Context: an optimization exercise on an open-source flow, tuned for a short achievable clock period and few clock cycles. The choices shown serve that exercise and are no tape-out recipe. Function was checked by simulation only, so behaviour that the tests miss may differ from the original. No activity file was given, so power comes from the tool's default toggle rates.

==> design.v <==
module main(Clock,Reset,imem_addr,imem_data,dmem_we,dmem_addr,dmem_wdata);
    input Clock,Reset;
    output [31:0] imem_addr;
    input  [31:0] imem_data;
    output dmem_we;
    output [31:0] dmem_addr,dmem_wdata;
    reg         d_valid;
    reg  [31:0] d_ins;
    reg  [29:0] d_pc4;
    reg  [31:0] d_rs_oh, d_rt_oh;         
    reg         d_predt, d_exact;
    reg         x_valid;
    reg  [31:0] x_a, x_b, x_bi;
    reg  [15:0] x_imm;
    reg  [31:0] x_doh;                    
    reg         x_add, x_sub, x_and, x_or, x_xor, x_nor, x_not, x_slt, x_lw;
    reg         x_sw, x_beq, x_bne, x_we;
    reg  [4:0]  x_dst;
    reg         x_predt, x_exact, x_imm0;
    reg  [29:0] x_pc4;
    wire [31:0] res;
    wire        rf_we = x_valid & x_we;
    wire        dm_we = x_valid & x_sw;
    reg  [31:0] rf [0:31];
    reg  [31:0] dm [0:31];
    wire [31:0] rs_oh, rt_oh;
    reg  [31:0] rf_a, rf_b, ld;
    integer k;
    genvar gi;
    generate
        for (gi = 0; gi < 32; gi = gi + 1) begin : regs
            always @(posedge Clock) begin
                if (rf_we && x_dst == gi)
                    rf[gi] <= res;
                if (dm_we && x_doh[gi])
                    dm[gi] <= x_b;
            end
        end
    endgenerate
    always @(*) begin
        rf_a = 32'd0;
        rf_b = 32'd0;
        ld   = 32'd0;
        for (k = 0; k < 32; k = k + 1) begin
            rf_a = rf_a | ({32{rs_oh[k]}} & rf[k]);
            rf_b = rf_b | ({32{rt_oh[k]}} & rf[k]);
            ld   = ld   | ({32{x_doh[k]}} & dm[k]);
        end
    end
    reg  [29:0] pc;                       
    reg  [29:0] pc_o;                     
    wire [29:0] pc4 = pc + 30'd1;
    wire [31:0] ins = imem_data;
    wire [5:0]  f_op = ins[31:26];
    wire        f_beq = (f_op == 6'h04);
    wire        f_bne = (f_op == 6'h05);
    wire        f_j   = (f_op == 6'h02);
    wire        same    = (ins[25:21] == ins[20:16]);
    wire        f_predt = (f_beq & same) | (f_bne & ~same);
    wire [10:0] tlow;
    wire [9:0]  tg0 = pc4[9:0] & ins[9:0];
    wire [9:0]  tp0 = pc4[9:0] ^ ins[9:0];
    wire [9:0]  tg1, tp1, tg2, tp2, tg3, tp3, tg4;
    genvar ti;
    generate
        for (ti = 0; ti < 10; ti = ti + 1) begin : tks
            if (ti >= 1) begin : l1
                assign tg1[ti] = tg0[ti] | (tp0[ti] & tg0[ti-1]);
                assign tp1[ti] = tp0[ti] & tp0[ti-1];
            end else begin : l1z
                assign tg1[ti] = tg0[ti];
                assign tp1[ti] = tp0[ti];
            end
            if (ti >= 2) begin : l2
                assign tg2[ti] = tg1[ti] | (tp1[ti] & tg1[ti-2]);
                assign tp2[ti] = tp1[ti] & tp1[ti-2];
            end else begin : l2z
                assign tg2[ti] = tg1[ti];
                assign tp2[ti] = tp1[ti];
            end
            if (ti >= 4) begin : l3
                assign tg3[ti] = tg2[ti] | (tp2[ti] & tg2[ti-4]);
                assign tp3[ti] = tp2[ti] & tp2[ti-4];
            end else begin : l3z
                assign tg3[ti] = tg2[ti];
                assign tp3[ti] = tp2[ti];
            end
            if (ti >= 8) begin : l4
                assign tg4[ti] = tg3[ti] | (tp3[ti] & tg3[ti-8]);
            end else begin : l4z
                assign tg4[ti] = tg3[ti];
            end
        end
    endgenerate
    assign tlow = {tg4[9], tp0 ^ {tg4[8:0], 1'b0}};
    wire        f_exact = tlow[10] ? (ins[15:10] == 6'h3F) : (ins[15:10] == 6'h00);
    wire [5:0]  op  = d_ins[31:26];
    wire [4:0]  rs  = d_ins[25:21];
    wire [4:0]  rt  = d_ins[20:16];
    wire [4:0]  rd  = d_ins[15:11];
    wire [5:0]  fn  = d_ins[5:0];
    wire [15:0] imm = d_ins[15:0];
    assign rs_oh = d_rs_oh;
    assign rt_oh = d_rt_oh;
    wire i_r     = (op == 6'h00);
    wire i_addiu = (op == 6'h09);
    wire i_andi  = (op == 6'h0C);
    wire i_ori   = (op == 6'h0D);
    wire i_slti  = (op == 6'h0A);
    wire i_lw    = (op == 6'h23);
    wire i_sw    = (op == 6'h2B);
    wire i_beq   = (op == 6'h04);
    wire i_bne   = (op == 6'h05);
    wire r_add = i_r & ~(fn == 6'h21 | fn == 6'h22 | fn == 6'h24 | fn == 6'h25 |
                         fn == 6'h26 | fn == 6'h27 | fn == 6'h2A);
    wire r_not = i_r & (fn == 6'h21);
    wire r_sub = i_r & (fn == 6'h22);
    wire r_and = i_r & (fn == 6'h24);
    wire r_or  = i_r & (fn == 6'h25);
    wire r_xor = i_r & (fn == 6'h26);
    wire r_nor = i_r & (fn == 6'h27);
    wire r_slt = i_r & (fn == 6'h2A);
    wire        i_zext = i_andi | i_ori;
    wire [31:0] i_imm  = {{16{imm[15] & ~i_zext}}, imm};
    wire        i_we   = i_r | i_addiu | i_andi | i_ori | i_slti | i_lw;
    wire [4:0]  i_dst  = i_r ? rd : rt;
    wire        fwa  = rf_we & (x_dst == rs);
    wire        fwb  = rf_we & (x_dst == rt);
    wire [31:0] opa  = fwa ? res : rf_a;
    wire [31:0] opb  = fwb ? res : rf_b;
    wire [31:0] bi_early = ~i_r ? i_imm : rf_b;
    wire        bi_fwd   = i_r & fwb;
    wire [31:0] base_oh = 32'd1 << rf_a[4:0];
    wire [31:0] rot0 = imm[0] ? {base_oh[30:0], base_oh[31]}    : base_oh;
    wire [31:0] rot1 = imm[1] ? {rot0[29:0], rot0[31:30]}       : rot0;
    wire [31:0] rot2 = imm[2] ? {rot1[27:0], rot1[31:28]}       : rot1;
    wire [31:0] rot3 = imm[3] ? {rot2[23:0], rot2[31:24]}       : rot2;
    wire [31:0] didx_oh = imm[4] ? {rot3[15:0], rot3[31:16]}    : rot3;
    wire        stall = d_valid & (i_lw | i_sw) & fwa;
    wire [31:0] a  = x_a;
    wire [31:0] bv = x_b;                 
    wire [31:0] b  = x_bi;                
    function [32:0] ks_add;
        input [31:0] x, y;
        input        cin;
        reg   [31:0] g, p, p0;
        begin
            p0 = x ^ y;
            g  = x & y;
            g[0] = g[0] | (p0[0] & cin);
            p  = p0;
            g = g | (p & (g << 1));  p = p & ((p << 1) | 32'h1);
            g = g | (p & (g << 2));  p = p & ((p << 2) | 32'h3);
            g = g | (p & (g << 4));  p = p & ((p << 4) | 32'hF);
            g = g | (p & (g << 8));  p = p & ((p << 8) | 32'hFF);
            g = g | (p & (g << 16));
            ks_add = {g[31], p0 ^ {g[30:0], cin}};
        end
    endfunction
    wire [32:0] sumc = ks_add(a, b, 1'b0);
    wire [32:0] difc = ks_add(a, ~b, 1'b1);
    wire [31:0] sum  = sumc[31:0];
    wire [31:0] diff = difc[31:0];
    wire        ltu  = ~difc[32];             
    assign res = ({32{x_add}} & sum)
               | ({32{x_sub}} & diff[31:0])
               | ({32{x_and}} & (a & b))
               | ({32{x_or}}  & (a | b))
               | ({32{x_xor}} & (a ^ b))
               | ({32{x_nor}} & ~(a | b))
               | ({32{x_not}} & ~a)
               | {31'd0, x_slt & ltu}
               | ({32{x_lw}}  & ld);
    wire eq    = (a == bv);
    wire taken = (x_beq & eq) | (x_bne & ~eq);
    wire okt   = x_predt ? x_exact : x_imm0;
    wire oknt  = ~x_predt | x_imm0;
    wire mispredict = x_valid & (x_beq | x_bne) & (taken ? ~okt : ~oknt);
    wire [29:0] btgt  = x_pc4 + {{14{x_imm[15]}}, x_imm[15:0]};
    wire [29:0] fixpc = taken ? btgt : x_pc4;
    wire [29:0] pred_pc  = stall   ? pc :
                           f_j     ? {pc4[29:26], ins[25:0]} :
                           f_predt ? {pc4[29:10], tlow[9:0]} :
                                     pc4;
    wire [29:0] pc_next  = mispredict ? fixpc : pred_pc;
    always @(posedge Clock or posedge Reset) begin
        if (Reset)
            pc <= 30'd0;
        else
            pc <= pc_next;
    end
    always @(posedge Clock)
        pc_o <= Reset ? 30'd0 : pc_next;
    assign imem_addr = {pc_o, 2'b00};
    always @(posedge Clock or posedge Reset) begin
        if (Reset) begin
            d_valid <= 1'b0;
            x_valid <= 1'b0;
        end else begin
            d_valid <= mispredict ? 1'b0 : stall ? d_valid : 1'b1;
            x_valid <= d_valid & ~mispredict & ~stall;
        end
    end
    always @(posedge Clock) begin
        if (~stall) begin    
            d_ins   <= ins;
            d_rs_oh <= 32'd1 << ins[25:21];
            d_rt_oh <= 32'd1 << ins[20:16];
            d_pc4   <= pc4;
            d_predt <= f_predt;
            d_exact <= f_exact;
        end
    end
    always @(posedge Clock) begin
        x_a      <= opa;
        x_b      <= opb;
        x_bi     <= bi_fwd ? res : bi_early;
        x_imm    <= imm;
        x_doh    <= didx_oh;
        x_add    <= r_add | i_addiu | i_sw;
        x_sub    <= r_sub;
        x_and    <= r_and | i_andi;
        x_or     <= r_or | i_ori;
        x_xor    <= r_xor;
        x_nor    <= r_nor;
        x_not    <= r_not;
        x_slt    <= r_slt | i_slti;
        x_lw     <= i_lw;
        x_sw     <= i_sw;
        x_beq    <= i_beq;
        x_bne    <= i_bne;
        x_we     <= i_we;
        x_dst    <= i_dst;
        x_predt  <= d_predt;
        x_exact  <= d_exact;
        x_imm0   <= (imm == 16'd0);
        x_pc4    <= d_pc4;
    end
    reg        dwe;
    reg [31:0] daddr, dwdata;
    always @(posedge Clock) begin
        dwe    <= dm_we;
        daddr  <= sum;
        dwdata <= x_b;
    end
    assign dmem_we    = dwe;
    assign dmem_addr  = daddr;
    assign dmem_wdata = dwdata;
endmodule
==> flow/run.sh <==
#!/bin/bash
# The standard layout (standard.sh: the standard synthesis and the ORFS
# steps, unchanged) run in two parts with a larger setup-repair margin, so
# that repair_timing keeps improving paths well past the 11 ns clock. The SDC
# and the clock period are the design's.
#  1. synthesis to clock tree synthesis, with the full repair after CTS;
#  2. global route to the end, with the post-global-route repair limited to
#     the worst 5% of endpoints (with this margin every endpoint is below it,
#     and a full repair there only iterates without gain).
# Each part's output goes to its own log here; ORFS keeps its per-step logs
# under orfs/logs.
set -euo pipefail
bash standard.sh SETUP_SLACK_MARGIN=8 cts > flow_1_to_cts.log 2>&1
bash standard.sh SETUP_SLACK_MARGIN=8 TNS_END_PERCENT=5 finish > flow_2_to_finish.log 2>&1
==> standard.sh <==
#!/bin/bash
# synth_recipe.tcl (not shown) runs the flow's synth.tcl, then flattens the netlist and writes it again
# the make line also repeats each setting of config.mk as NAME=value (left out here)
make -C /OpenROAD-flow-scripts/flow DESIGN_CONFIG=/design/flow/config.mk WORK_HOME=/design/flow/orfs CLKGATE_MAP_FILE= SYNTH_SCRIPT=/design/flow/synth_recipe.tcl "${@:-finish}"
==> config.mk <==
export PLATFORM = sky130hd
export DESIGN_NAME = main
export DESIGN_NICKNAME = main
export VERILOG_FILES = /design/flow/design.v
export SDC_FILE = /design/flow/constraint.sdc
export NUM_CORES = 4
export LEC_CHECK = 0
export CAP_MARGIN = 20
export CORE_MARGIN = 2
export CORE_UTILIZATION = 60
export PLACE_DENSITY = 0.72
export SETUP_SLACK_MARGIN = 0.2
export SLEW_MARGIN = 20
==> constraint.sdc <==
create_clock -name core_clock -period 11.0 [get_ports {Clock}]
set_input_delay 2.2000 -clock core_clock [delete_from_list [all_inputs] [get_ports {Clock}]]
set_output_delay 2.2000 -clock core_clock [all_outputs]
set_load 0.01 [all_outputs]
==> flow_summary_export.csv, run 1 <==
group,metric,value,unit
die,fp.dieW,416,um
routing,dr.pass1.iters,15,
clock_network,clk_pin_slew,0.06,ns
clock_network,htree_num_levels,4,
power,p_int,16.9,mW
worst_setup_path,crit_fanout,2,
sta,min_period_over_period,0.341,
worst_hold_path,hold_path.class,"reg -> reg",
flow_run,drv_cap,0,
worst_setup_path,critical_path_class,"in -> reg",
worst_setup_path,r2r-start,"x_a[8]",
sta,tightest_slew,1.40,ns
routing,antenna_left,0,
sta,final.setup.tns,0,ns
die,initial_core_util,0.602,
global_routing,antenna_found_initial,34,
die,die_y,416,um
worst_hold_path,min_from,"d_pc4[24]",
routing,vias,82300,
synthesis,synth_compound_area_frac,0.162,
worst_setup_path,crit_required,11.79,ns
routing,detail_route.wl_per_cell,44.5,um
power,p_leak,41.9,nW
synthesis,syn_avg_cell_area,14.7,um2
placed_design,post-dp-hpwl,215000,um
synthesis,synthMuxAreaShare,0.0134,
clock_network,clock_sinks,2498,
synthesis,synth_cell_type_count,100,
finish,synthToLayoutAreaGrowth,20.9,%
synthesis,synth-seq-area-share,0.708,
placed_design,io_buffers,128,
worst_setup_path,worst_setup_path_start_kind,"primary input",
placed_design,placed_cells,9025,
synthesis,synth_top_family_by_area,"compound AO/OA/AOI/OAI gates",
finish,layout.nets,7637,
power,power.density,189,nW/um2
synthesis,synth_top_cell_area_share,0.643,
worst_hold_path,whs_path_depth,0,
synthesis,synth_ff_type,"edfxtp_1",
sta,rsz0062_at_grt,"true",
synthesis,synth_async_sr_flop_share,0.0128,
routing,vias_per_cell,8.29,
die,coreArea,169000,um2
sta,hold_viol_final,0,
power,comb_power_share,0.166,
global_routing,grt_max_degree,65,
clock_network,cts_hold_buf,0,
synthesis,synth-xor-area-share,0.0130,
synthesis,yosysMostFrequentCell,"edfxtp_1",
worst_setup_path,arrival,4.54,ns
power,swShare,0.276,
placed_design,gp_congestion,0.993,
global_routing,grt_pass1_vias,76600,
worst_setup_path,timing.rr.end,"rf[15][19]",
synthesis,synth-edff-count,2176,
finish,design_area,123000,um2
power,clkPwrFrac,0.351,
synthesis,syn_area,102000,um2
synthesis,netlist_top_cells_count,"edfxtp_1 (2,176), a22oi_1 (991), clkbuf_1 (349)",
synthesis,syn_inst,6906,
synthesis,synth_top_area_cell,"edfxtp_1",
run_status,run_status,"finished clean",
sta,setup_viol,0,
clock_network,cts_buffers,234,
power,irDropWorstVdd,194,uV
clock_network,cts_max_path_buffers,3,
sta,worst_clock_skew,0.0471,ns
sta,fmax,267,MHz
power,seqPwrFrac,0.483,
routing,drc_errors,0,
synthesis,yosys_warnings,3,
synthesis,synth-adder-area-share,0.0175,
synthesis,synth_simple_gate_area_share,0.0645,
clock_network,worst_skew_pair.late_latency,0.92,ns
global_routing,grt_pass1_wl,592000,um
global_routing,grt_use_total,0.495,
sta,min_period,3.75,ns
routing,routed_wl,442000,um
clock_network,tritoncts,"done",
sta,slew_violations,0,
worst_setup_path,end_kind,"flop",
clock_network,root_buffer,"clkbuf_16",
worst_hold_path,min_to,"x_pc4[24]",
finish,drive_above_1_share,0.238,
routing,drt-initial-drc-count,20100,
die,dieArea,173000,um2
finish,layout.cells.non_filler,9928,
die,rows,151,
worst_setup_path,regToRegSetupSlack,7.41,ns
worst_setup_path,reg2reg_depth,16,
die,ioPinCount,131,
global_routing,grt-ovfl-total,0,
placed_design,place_area,106000,um2
power,p_sw,6.44,mW
synthesis,synth.area.top_cells,"edfxtp_1 (64%), a22oi_1 (7.3%), dfxtp_1 (5.7%)",
sta,relSlewSlack,0.0593,
synthesis,ys_ff_latch,2498,
==> placed cells by master, fill, tap and decap left out, types with 29 or more instances in the layout <==
master and count:
dfxtp_4 79, edfxtp_1 2176, clkbuf_16 243, nand2_1 172, xor2_1 58, a221oi_1 281
a21oi_1 117, buf_2 33, nor2_1 241, nand3_1 141, and2_1 36, ha_4 33
dfrtp_1 32, buf_4 383, diode_2 44, clkinv_1 44, a21o_1 45, clkbuf_1 51
nand2b_1 29, xnor2_1 72, nand4_1 268, nor2_4 46, inv_1 91, a22oi_1 970
clkinvlp_4 29, ha_1 95, a22o_1 279, mux2i_1 80, a21oi_2 34, o21ai_0 44
dfxtp_1 122, clkinv_2 52, buf_12 73, nor4_1 40, buf_16 30, buf_6 154
dfxtp_2 89
==> cell type report <==
class                   instances  area, um2
repair inverters               13       97.6
clock inverters               142       1330
diodes                         44        110
well taps                    2218       2780
multi-input cells            3850      31200
fillers                     10300      46000
inverters                     137        638
repair buffers                729       8180
clock buffers                 297       6230
flip-flops and latches       2498      72400
==> through the flow <==
step	hold slack [ns]	total power [mW]	worst slack (ns)	utilization
2_1_floorplan	0.323	12.8	6.53	-
4_1_cts	0.339	22.8	7.19	0.723
5_1_grt	0.342	23.7	7.13	0.727
6_report	0.340	23.3	7.25	0.728
3_5_place_dp	0.328	14.1	5.76	0.630
3_3_place_gp	0.324	14.0	5.75	0.630
==> worst max-delay path by stage <==
stage,from,endpoint,slack (ns),cells after the start
finish,imem_data[0],pc_o[8],7.25,14
global route,imem_data[0],pc_o[8],7.13,14
CTS,imem_data[0],pc_o[8],7.19,14
detailed placement,imem_data[0],pc_o[8],5.76,14
global placement,imem_data[0],pc_o[8],5.75,14
floorplan,imem_data[0],pc_o[8],6.53,13
==> power groups by stage <==
| stage | Combinational (mW) | Sequential [mW] | Clock (mW) |
|---|---|---|---|
| global placement | 2.59 | 11.4 | 0 |
| global route | 3.94 | 11.3 | 8.44 |
| finish | 3.86 | 11.3 | 8.17 |
| floorplan | 1.56 | 11.3 | 0 |
| detailed placement | 2.62 | 11.5 | 0 |
| CTS | 3.54 | 11.2 | 8.06 |
==> kinds of logic after synthesis <==
group / count (synthesis)
other cells: 1
mux: 126
xor+xnor: 151
buf+inv: 584
fa+ha+maj: 140
compound gates: 2151
simple gates: 1255
flops: 2498
==> registers in the layout, indices dropped and copies added, names as in the netlist, 5 cells and up <==
name and flops:
d_ins 32, pc 30, d_pc4 30, dwdata 32
x_dst 5, daddr 32, dm 1024, x_b 32
x_bi 32, pc_o 30, d_rt_oh 32, rf 1024
x_pc4 30, x_a 32, x_imm 16, d_rs_oh 32
x_doh 32
==> routing by layer <==
layer	up-vias	track usage	share of wire
li1	29600	-	-
met1	39100	0.575	0.30
met2	10100	0.697	0.41
met3	3424	0.243	0.18
met4	52	0.381	0.11
met5	-	0.0583	0.0030
==> repair_timing <==
item / CTS / global route
pin swaps: 232 / 32
setup buffers: 291 / 42
gates resized for setup: 1524 / 48
gates cloned: 79 / 7
setup endpoints to repair: 1504 / 1501
==> worst max-delay path: stages <==
cell,delay [ns]
buf_8,0.10
ha_4,0.16
fa_2,0.36
a21o_1,0.18
a21oi_2,0.18
o21bai_2,0.13
a2111oi_4,0.31
nor3_2,0.10
xor2_1,0.15
mux2i_1,0.19
a211oi_2,0.09
a211oi_1,0.17
a21oi_1,0.08
and2_1,0.14
Testbench counts, summed over its fixed seeds: cycles 13,933.
==> run 2, diff against run 1 <==
--- a/design.v
+++ b/design.v
@@ -48,7 +48,6 @@
         end
     end
     reg  [29:0] pc;                       
-    reg  [29:0] pc_o;                     
     wire [29:0] pc4 = pc + 30'd1;
     wire [31:0] ins = imem_data;
     wire [5:0]  f_op = ins[31:26];
@@ -57,42 +56,11 @@
     wire        f_j   = (f_op == 6'h02);
     wire        same    = (ins[25:21] == ins[20:16]);
     wire        f_predt = (f_beq & same) | (f_bne & ~same);
-    wire [10:0] tlow;
-    wire [9:0]  tg0 = pc4[9:0] & ins[9:0];
-    wire [9:0]  tp0 = pc4[9:0] ^ ins[9:0];
-    wire [9:0]  tg1, tp1, tg2, tp2, tg3, tp3, tg4;
-    genvar ti;
-    generate
-        for (ti = 0; ti < 10; ti = ti + 1) begin : tks
-            if (ti >= 1) begin : l1
-                assign tg1[ti] = tg0[ti] | (tp0[ti] & tg0[ti-1]);
-                assign tp1[ti] = tp0[ti] & tp0[ti-1];
-            end else begin : l1z
-                assign tg1[ti] = tg0[ti];
-                assign tp1[ti] = tp0[ti];
-            end
-            if (ti >= 2) begin : l2
-                assign tg2[ti] = tg1[ti] | (tp1[ti] & tg1[ti-2]);
-                assign tp2[ti] = tp1[ti] & tp1[ti-2];
-            end else begin : l2z
-                assign tg2[ti] = tg1[ti];
-                assign tp2[ti] = tp1[ti];
-            end
-            if (ti >= 4) begin : l3
-                assign tg3[ti] = tg2[ti] | (tp2[ti] & tg2[ti-4]);
-                assign tp3[ti] = tp2[ti] & tp2[ti-4];
-            end else begin : l3z
-                assign tg3[ti] = tg2[ti];
-                assign tp3[ti] = tp2[ti];
-            end
-            if (ti >= 8) begin : l4
-                assign tg4[ti] = tg3[ti] | (tp3[ti] & tg3[ti-8]);
-            end else begin : l4z
-                assign tg4[ti] = tg3[ti];
-            end
-        end
-    endgenerate
-    assign tlow = {tg4[9], tp0 ^ {tg4[8:0], 1'b0}};
+    wire [5:0]  tlo  = {1'b0, pc4[4:0]} + {1'b0, ins[4:0]};
+    wire [5:0]  thi0 = {1'b0, pc4[9:5]} + {1'b0, ins[9:5]};
+    wire [5:0]  thi1 = {1'b0, pc4[9:5]} + {1'b0, ins[9:5]} + 6'd1;
+    wire [5:0]  thi  = tlo[5] ? thi1 : thi0;
+    wire [10:0] tlow = {thi, tlo[4:0]};
     wire        f_exact = tlow[10] ? (ins[15:10] == 6'h3F) : (ins[15:10] == 6'h00);
     wire [5:0]  op  = d_ins[31:26];
     wire [4:0]  rs  = d_ins[25:21];
@@ -189,9 +157,7 @@
         else
             pc <= pc_next;
     end
-    always @(posedge Clock)
-        pc_o <= Reset ? 30'd0 : pc_next;
-    assign imem_addr = {pc_o, 2'b00};
+    assign imem_addr = {pc, 2'b00};
     always @(posedge Clock or posedge Reset) begin
         if (Reset) begin
             d_valid <= 1'b0;
--- a/config.mk
+++ b/config.mk
@@ -7,7 +7,7 @@
 export LEC_CHECK = 0
 export CAP_MARGIN = 20
 export CORE_MARGIN = 2
-export CORE_UTILIZATION = 60
-export PLACE_DENSITY = 0.72
+export CORE_UTILIZATION = 50
+export PLACE_DENSITY = 0.65
 export SETUP_SLACK_MARGIN = 0.2
 export SLEW_MARGIN = 20
==> flow_summary_export.csv, run 2 <==
group,metric,value,unit
synthesis,synth-seq-area-share,0.707,
worst_setup_path,end_kind,"output pin",
synthesis,synth_top_area_cell,"edfxtp_1",
clock_network,htree_num_levels,4,
finish,drive_above_1_share,0.271,
routing,routed_wl,485000,um
synthesis,synth-edff-count,2176,
clock_network,root_buffer,"clkbuf_16",
synthesis,synth_compound_area_frac,0.163,
worst_setup_path,r2r-start,"d_rt_oh[15]",
sta,hold_ws,0.333,ns
synthesis,netlist_top_cells_count,"edfxtp_1 (2,176), a22oi_1 (1,109), clkbuf_1 (327)",
finish,layout.nets,7873,
die,die_y,453,um
sta,fin_ws,7.25,ns
flow_run,drv_cap,0,
global_routing,grt_pass1_wl,648000,um
die,dieArea,205000,um2
synthesis,syn_area,101000,um2
clock_network,cts_hold_buf,0,
worst_setup_path,crit_required,8.80,ns
routing,vias_per_cell,7.91,
worst_hold_path,min_to,"x_pc4[22]",
clock_network,cts_max_path_buffers,3,
finish,synthToLayoutAreaGrowth,26.9,%
worst_hold_path,whs_path_depth,0,
global_routing,grt-ovfl-total,0,
power,power.density,189,nW/um2
synthesis,syn_inst,6867,
clock_network,cts_buffers,240,
worst_setup_path,critical_path_class,"reg -> out",
die,ioPinCount,131,
worst_setup_path,regToRegSetupSlack,7.33,ns
worst_setup_path,crit_family,"flip-flops",
synthesis,synth_cell_type_count,100,
synthesis,yosys_warnings,3,
synthesis,yosysMostFrequentCell,"edfxtp_1",
clock_network,worst_skew_pair.late_latency,0.98,ns
sta,fmax,267,MHz
sta,slew_violations,0,
sta,final.setup.tns,0,ns
sta,tightest_slew,1.29,ns
synthesis,synth_top_family_by_area,"compound AO/OA/AOI/OAI gates",
placed_design,gp_congestion,0.994,
routing,drc_errors,0,
worst_setup_path,crit_buf_inv,1,
power,p_leak,43.7,nW
routing,detail_route.wl_per_cell,45.7,um
clock_network,clock_sinks,2468,
global_routing,grt_use_total,0.463,
synthesis,syn_avg_cell_area,14.7,um2
finish,layout_commonest_cell,"edfxtp_1",
finish,num-fill-cells,14000,
finish,multi_input_area,32100,um2
sta,min_period_over_period,0.341,
finish,regArea,71800,um2
routing,dr.pass1.iters,15,
routing,drt-initial-drc-count,19700,
synthesis,synth_top_cell_area_share,0.648,
sta,relSlewSlack,0.132,
finish,reg_top3,"dm (1024), rf (1024)",
synthesis,synth-adder-area-share,0.0180,
placed_design,pre_cts_ws,4.89,ns
power,irDropWorstVdd,167,uV
die,initial_core_util,0.504,
synthesis,synthMuxAreaShare,0.0124,
worst_setup_path,timing.rr.end,"x_bi[27]",
clock_network,tritoncts,"done",
worst_setup_path,crit_fanout,2,
clock_network,clk_pin_slew,0.07,ns
synthesis,synth_simple_gate_area_share,0.0644,
synthesis,synth-xor-area-share,0.0131,
finish,mostFrequentLayoutCells,"edfxtp_1 (2,176), a22oi_1 (1,087), buf_4 (475), clkbuf_16 (245), nand4_1 (239)",
routing,vias,83900,
global_routing,grt_max_degree,60,
global_routing,grt_pass1_vias,77700,
worst_hold_path,min_from,"d_pc4[22]",
synthesis,synth_async_sr_flop_share,0.0130,
sta,min_period,3.75,ns
worst_setup_path,slowest_stage,"dfrtp_2",
synthesis,synth.area.top_cells,"edfxtp_1 (65%), a22oi_1 (8.3%), dfxtp_1 (5.2%)",
sta,hold_viol_final,0,
die,coreArea,200000,um2
worst_setup_path,crit_chain,"buf_6",
global_routing,antenna_found_initial,43,
routing,antenna_left,0,
synthesis,ys_ff_latch,2468,
worst_hold_path,hold_path.class,"reg -> reg",
sta,rsz0062_at_grt,"true",
worst_setup_path,cpPeakStageDelay,0.46,ns
worst_setup_path,reg2reg_depth,6,
synthesis,synth_ff_type,"edfxtp_1",
sta,setup_viol,0,
run_status,run_status,"finished clean",
placed_design,post-dp-hpwl,241000,um
worst_setup_path,worst_setup_path_start_kind,"flop",
die,rows,164,
sta,worst_clock_skew,0.117,ns
placed_design,io_buffers,128,
worst_setup_path,arrival,1.55,ns
die,fp.dieW,453,um
[run 2: how the worst max path moves through the flow]
stage                              from             to  slack, ns  depth (start not counted)
after global placement          x_b[30]         pc[26]       4.91                         13
after detailed placement        x_b[30]         pc[26]       4.89                         13
after global routing              pc[9]  imem_addr[11]       7.24                          1
final                             pc[9]  imem_addr[11]       7.25                          1
after floorplan           imem_data[22]          pc[2]       6.94                         12
after CTS                        pc[29]  imem_addr[31]       7.22                          1
[run 2: repair_timing]
| item | in CTS | in global routing |
|---|---|---|
| pin swaps | 304 | 21 |
| resized for setup | 1896 | 11 |
| setup buffers | 508 | 21 |
| cloned | 101 | 0 |
| setup endpoints to repair | 1920 | 1460 |
| endpoints found under the hold margin | 0 | 0 |
[run 2: layer usage]
layer | vias to the layer above | track usage | share of wire
met4 | 40 | 0.366 | 0.11
li1 | 30100 | - | -
met1 | 40500 | 0.547 | 0.30
met5 | - | 0.00233 | 0.00079
met3 | 3120 | 0.231 | 0.19
met2 | 10100 | 0.637 | 0.40
[run 2: per-stage QoR]
| step | cell area (um2) | instances | power [mW] | utilization |
|---|---|---|---|---|
| after floorplan | 102000 | 6868 | 12.8 | - |
| after global placement | 107000 | 9476 | 14.1 | 0.535 |
| after detailed placement | 107000 | 9477 | 14.2 | 0.536 |
| after CTS | 128000 | 10500 | 23.7 | 0.638 |
| after global routing | 128000 | 10600 | 24.5 | 0.639 |
| final | 128000 | 10600 | 24.2 | 0.640 |
[run 2: power breakdown]
part           total [mW]  switching, mW  leakage [nW]  internal, mW
logic                4.64           2.77          17.2          1.87
registers            11.1          0.323          22.7          10.7
clock network        8.47           3.76          3.87          4.72
[run 2: final cells by class]
cell class              count  area share
inverters                 138     0.00470
multi-input cells        3848       0.251
flip-flops and latches   2468       0.561
well taps                2656      0.0260
diodes                     32    0.000626
repair inverters            9    0.000616
clock inverters           138      0.0115
repair buffers            992      0.0945
clock buffers             319      0.0510
[run 2: logic make-up (layout without fill, tap and decap cells)]
group / count (synthesis) / after routing
multiplexers: 116 / 116
buffers and inverters: 577 / 1596
AO/OA/AOI/OAI: 2161 / 2179
adder cells (fa/ha/maj): 142 / 142
XOR/XNOR: 151 / 151
other: 1 / 34
AND/OR/NAND/NOR: 1251 / 1258
flip-flops: 2468 / 2468
Testbench counts of run 2, summed over its fixed seeds: cycles 13,933.
==> run 3, diff against run 2 <==
--- a/design.v
+++ b/design.v
@@ -48,6 +48,7 @@
         end
     end
     reg  [29:0] pc;                       
+    reg  [29:0] pc_o;                     
     wire [29:0] pc4 = pc + 30'd1;
     wire [31:0] ins = imem_data;
     wire [5:0]  f_op = ins[31:26];
@@ -146,7 +147,7 @@
     wire mispredict = x_valid & (x_beq | x_bne) & (taken ? ~okt : ~oknt);
     wire [29:0] btgt  = x_pc4 + {{14{x_imm[15]}}, x_imm[15:0]};
     wire [29:0] fixpc = taken ? btgt : x_pc4;
-    wire [29:0] pred_pc  = stall   ? pc :
+    wire [29:0] pred_pc  = (stall | Reset) ? pc :
                            f_j     ? {pc4[29:26], ins[25:0]} :
                            f_predt ? {pc4[29:10], tlow[9:0]} :
                                      pc4;
@@ -157,7 +158,9 @@
         else
             pc <= pc_next;
     end
-    assign imem_addr = {pc, 2'b00};
+    always @(posedge Clock)
+        pc_o <= pc_next;
+    assign imem_addr = {pc_o, 2'b00};
     always @(posedge Clock or posedge Reset) begin
         if (Reset) begin
             d_valid <= 1'b0;
--- a/config.mk
+++ b/config.mk
@@ -5,9 +5,9 @@
 export SDC_FILE = /design/flow/constraint.sdc
 export NUM_CORES = 4
 export LEC_CHECK = 0
-export CAP_MARGIN = 20
+export CAP_MARGIN = 40
 export CORE_MARGIN = 2
 export CORE_UTILIZATION = 50
 export PLACE_DENSITY = 0.65
 export SETUP_SLACK_MARGIN = 0.2
-export SLEW_MARGIN = 20
+export SLEW_MARGIN = 30
==> flow_summary_export.csv, run 3 <==
group,metric,value,unit
clock_network,tritoncts,"done",
routing,detail_route.wl_per_cell,44.9,um
synthesis,synth_top_cell_area_share,0.645,
sta,setup_viol,0,
synthesis,synth_cell_type_count,102,
sta,tightest_slew,1.11,ns
sta,rsz0062_at_grt,"true",
finish,layout.cells.non_filler,10500,
die,dieArea,206000,um2
synthesis,yosysMostFrequentCell,"edfxtp_1",
clock_network,worst_skew_pair.late_latency,0.98,ns
synthesis,synth.area.top_cells,"edfxtp_1 (65%), a22oi_1 (7.3%), dfxtp_1 (5.7%)",
worst_hold_path,min_to,"x_pc4[14]",
worst_setup_path,crit_buf_inv,4,
routing,drt-initial-drc-count,18900,
worst_setup_path,regToRegSetupSlack,7.11,ns
synthesis,yosys_warnings,3,
finish,regArea,72400,um2
global_routing,grt_max_degree,84,
synthesis,syn_area,101000,um2
synthesis,synth_ff_type,"edfxtp_1",
worst_setup_path,timing.rr.end,"rf[23][30]",
finish,final_core_util,0.626,
run_status,run_status,"finished clean",
sta,fmax,257,MHz
clock_network,clock_sinks,2498,
routing,antenna_left,0,
finish,drive_above_1_share,0.257,
die,initial_core_util,0.502,
sta,slew_violations,0,
worst_setup_path,slowest_stage,"and2_4",
worst_hold_path,min_from,"d_pc4[14]",
power,irDropWorstVdd,181,uV
clock_network,htree_num_levels,5,
synthesis,syn_inst,6839,
flow_run,drv_cap,0,
worst_setup_path,crit_family,"compound AO/OA/AOI/OAI gates",
routing,vias_per_cell,7.80,
sta,final.setup.tns,0,ns
synthesis,synth-seq-area-share,0.710,
worst_setup_path,crit_chain,"inv_4, ha_4, fa_2, o21ba_4, o41a_1, a31oi_4, buf_12, a221oi_4, o221ai_2, nand2_2, o22ai_4, nor4_2, o32ai_2, and2_4, clkinvlp_4, buf_6",
placed_design,gp_congestion,1.00,
routing,routed_wl,470000,um
sta,relSlewSlack,0.258,
power,p_leak,43.2,nW
synthesis,netlist_top_cells_count,"edfxtp_1 (2,176), a22oi_1 (983), clkbuf_1 (336)",
placed_design,post-dp-hpwl,243000,um
global_routing,antenna_found_initial,44,
sta,worst_clock_skew,0.0694,ns
worst_setup_path,end_kind,"flop",
worst_setup_path,critical_path_class,"reg -> reg",
finish,num-fill-cells,14300,
die,coreArea,202000,um2
worst_setup_path,reg2reg_depth,16,
die,rows,165,
finish,layout.nets,7739,
clock_network,root_buffer,"clkbuf_16",
clock_network,cts_hold_buf,0,
clock_network,cts_max_path_buffers,4,
placed_design,placed_cells,9510,
finish,mostFrequentLayoutCells,"edfxtp_1 (2,176), a22oi_1 (957), buf_4 (380), a22o_1 (285), clkbuf_16 (284)",
synthesis,synth_async_sr_flop_share,0.0128,
worst_hold_path,whs_path_depth,0,
finish,synthToLayoutAreaGrowth,24.7,%
die,ioPinCount,131,
sta,min_period,3.89,ns
finish,design_area,126000,um2
worst_setup_path,cpPeakStageDelay,0.39,ns
clock_network,clk_pin_slew,0.07,ns
global_routing,grt_use_total,0.448,
worst_setup_path,arrival,4.60,ns
placed_design,io_buffers,128,
global_routing,grt-ovfl-total,0,
finish,layout_commonest_cell,"edfxtp_1",
global_routing,grt_pass1_wl,630000,um
synthesis,synth-edff-count,2176,
worst_setup_path,worst_setup_path_start_kind,"flop",
sta,hold_ws,0.329,ns
worst_setup_path,crit_required,11.71,ns
routing,vias,81700,
finish,reg_top3,"dm (1024), rf (1024)",
power,power.density,189,nW/um2
worst_setup_path,r2r-start,"x_a[0]",
synthesis,syn_avg_cell_area,14.8,um2
finish,multi_input_area,30900,um2
placed_design,place_area,108000,um2
die,fp.dieW,454,um
sta,min_period_over_period,0.353,
sta,hold_viol_final,0,
worst_hold_path,hold_path.class,"reg -> reg",
die,die_y,454,um
routing,drc_errors,0,
synthesis,ys_ff_latch,2498,
worst_setup_path,crit_fanout,9,
global_routing,grt_pass1_vias,76600,
synthesis,synth_top_area_cell,"edfxtp_1",
clock_network,cts_buffers,275,
routing,dr.pass1.iters,14,
-- run 3: changes by cell type in the layout (fill, tap and decap cells not counted), sizes merged, moves of 15 or more --
cell    previous run  this run
nor2             308       329
a22oi           1109       983
a221oi           230       291
dfxtp            260       290
a22o             220       285
buf              949       799
nor3              55        40
clkinv           107        84
nand3            210       166
clkbuf           321       355
-- run 3: stage by stage --
stage                     power (mW)  setup slack [ns]
after floorplan                 12.6              6.93
after global placement          13.9              5.26
after detailed placement        14.0              5.57
after CTS                       23.5              7.26
after global routing            24.2              7.07
final                           23.8              7.11
-- run 3: cell type report --
| class | count | area share |
|---|---|---|
| Tap cell | 2672 | 0.0265 |
| Timing Repair inverter | 13 | 0.000773 |
| Clock inverter | 114 | 0.00771 |
| Timing Repair Buffer | 851 | 0.0819 |
| Inverter | 146 | 0.00517 |
| Multi-Input combinational cell | 3778 | 0.245 |
| Antenna cell | 43 | 0.000852 |
| Clock buffer | 352 | 0.0595 |
| Sequential cell | 2498 | 0.573 |
-- run 3: timing repair --
item                                    in CTS  in global routing
endpoints found under the setup margin    1442               1488
pin swaps                                  223                  7
gates cloned                                76                  0
setup buffers                              346                  8
resized for setup                         1611                  3
-- run 3: worst max path at each step --
| stage | startpoint | end | slack, ns | cells past startpoint |
|---|---|---|---|---|
| floorplan | imem_data[24] | pc[5] | 6.93 | 11 |
| global placement | x_b[22] | pc[7] | 5.26 | 13 |
| detailed placement | imem_data[24] | pc[6] | 5.57 | 13 |
| CTS | x_a[0] | rf[19][30] | 7.26 | 16 |
| global route | x_a[0] | rf[13][30] | 7.07 | 16 |
| finish | x_a[0] | rf[23][30] | 7.11 | 16 |
-- run 3: cell families after synthesis --
group                      synth area share
adders and majority gates            0.0179
xor gates and xnor gates             0.0143
DFF                                   0.710
AOI/OAI and AO/OA                     0.160
muxes                                0.0134
and+or+nand+nor                      0.0620
buffers and inverters                0.0219
other                             0.0000370
-- run 3: metal layers --
layer	GRT usage	vias up	part of all wire
met3	0.219	3069	0.18
li1	-	29700	-
met5	0.0373	-	0.0029
met2	0.630	9318	0.41
met1	0.520	39500	0.31
met4	0.351	54	0.11
-- run 3: worst register-to-register path, stage by stage, from the launching register on --
cell and delay (ns):
dfxtp_4 0.37, inv_4 0.04, ha_4 0.15, fa_2 0.35, o21ba_4 0.22, o41a_1 0.36, a31oi_4 0.22, buf_12 0.14
a221oi_4 0.08, o221ai_2 0.24, nand2_2 0.14, o22ai_4 0.16, nor4_2 0.07, o32ai_2 0.31, and2_4 0.39, clkinvlp_4 0.23
buf_6 0.17
-- run 3: power by group --
| group | switching [mW] | internal, mW | leakage, nW |
|---|---|---|---|
| combinational | 2.21 | 1.44 | 16.0 |
| clock | 3.79 | 5.18 | 4.17 |
| sequential | 0.403 | 10.8 | 23.0 |
| total | 6.40 | 17.4 | 43.2 |
Testbench counts of run 3, summed over its fixed seeds: cycles 13,933.

==> what the ideal ports hide <==
No port has a modelled driver above. Below, the same layouts with a new extraction and two added sets of constraints.
Step 1, drivers: a clkbuf_16 drives Clock and a buf_2 each remaining input, both assumed.
Step 2 moves the port delays by t, midway between the first and last clock arrival at a register: inputs arrive t later, outputs are due t later. That takes back most of the time a late clock gives input paths.
Three values: no drivers, after step 1, after step 2; two values: the first two.
run | t, ns | setup slack, ns | worst setup path at the end
run 1 | 0.990 | 7.248 / 7.276 / 6.307 | input to register
run 2 | 1.016 | 7.251 / 7.152 / 6.654 | input to register
run 3 | 1.046 | 7.113 / 7.113 / 6.551 | input to register
After both steps every run listed still meets setup and hold. For run 1, which loses most, drivers alone change the setup slack by +0.028 ns; drivers and shift together by -0.941 ns.
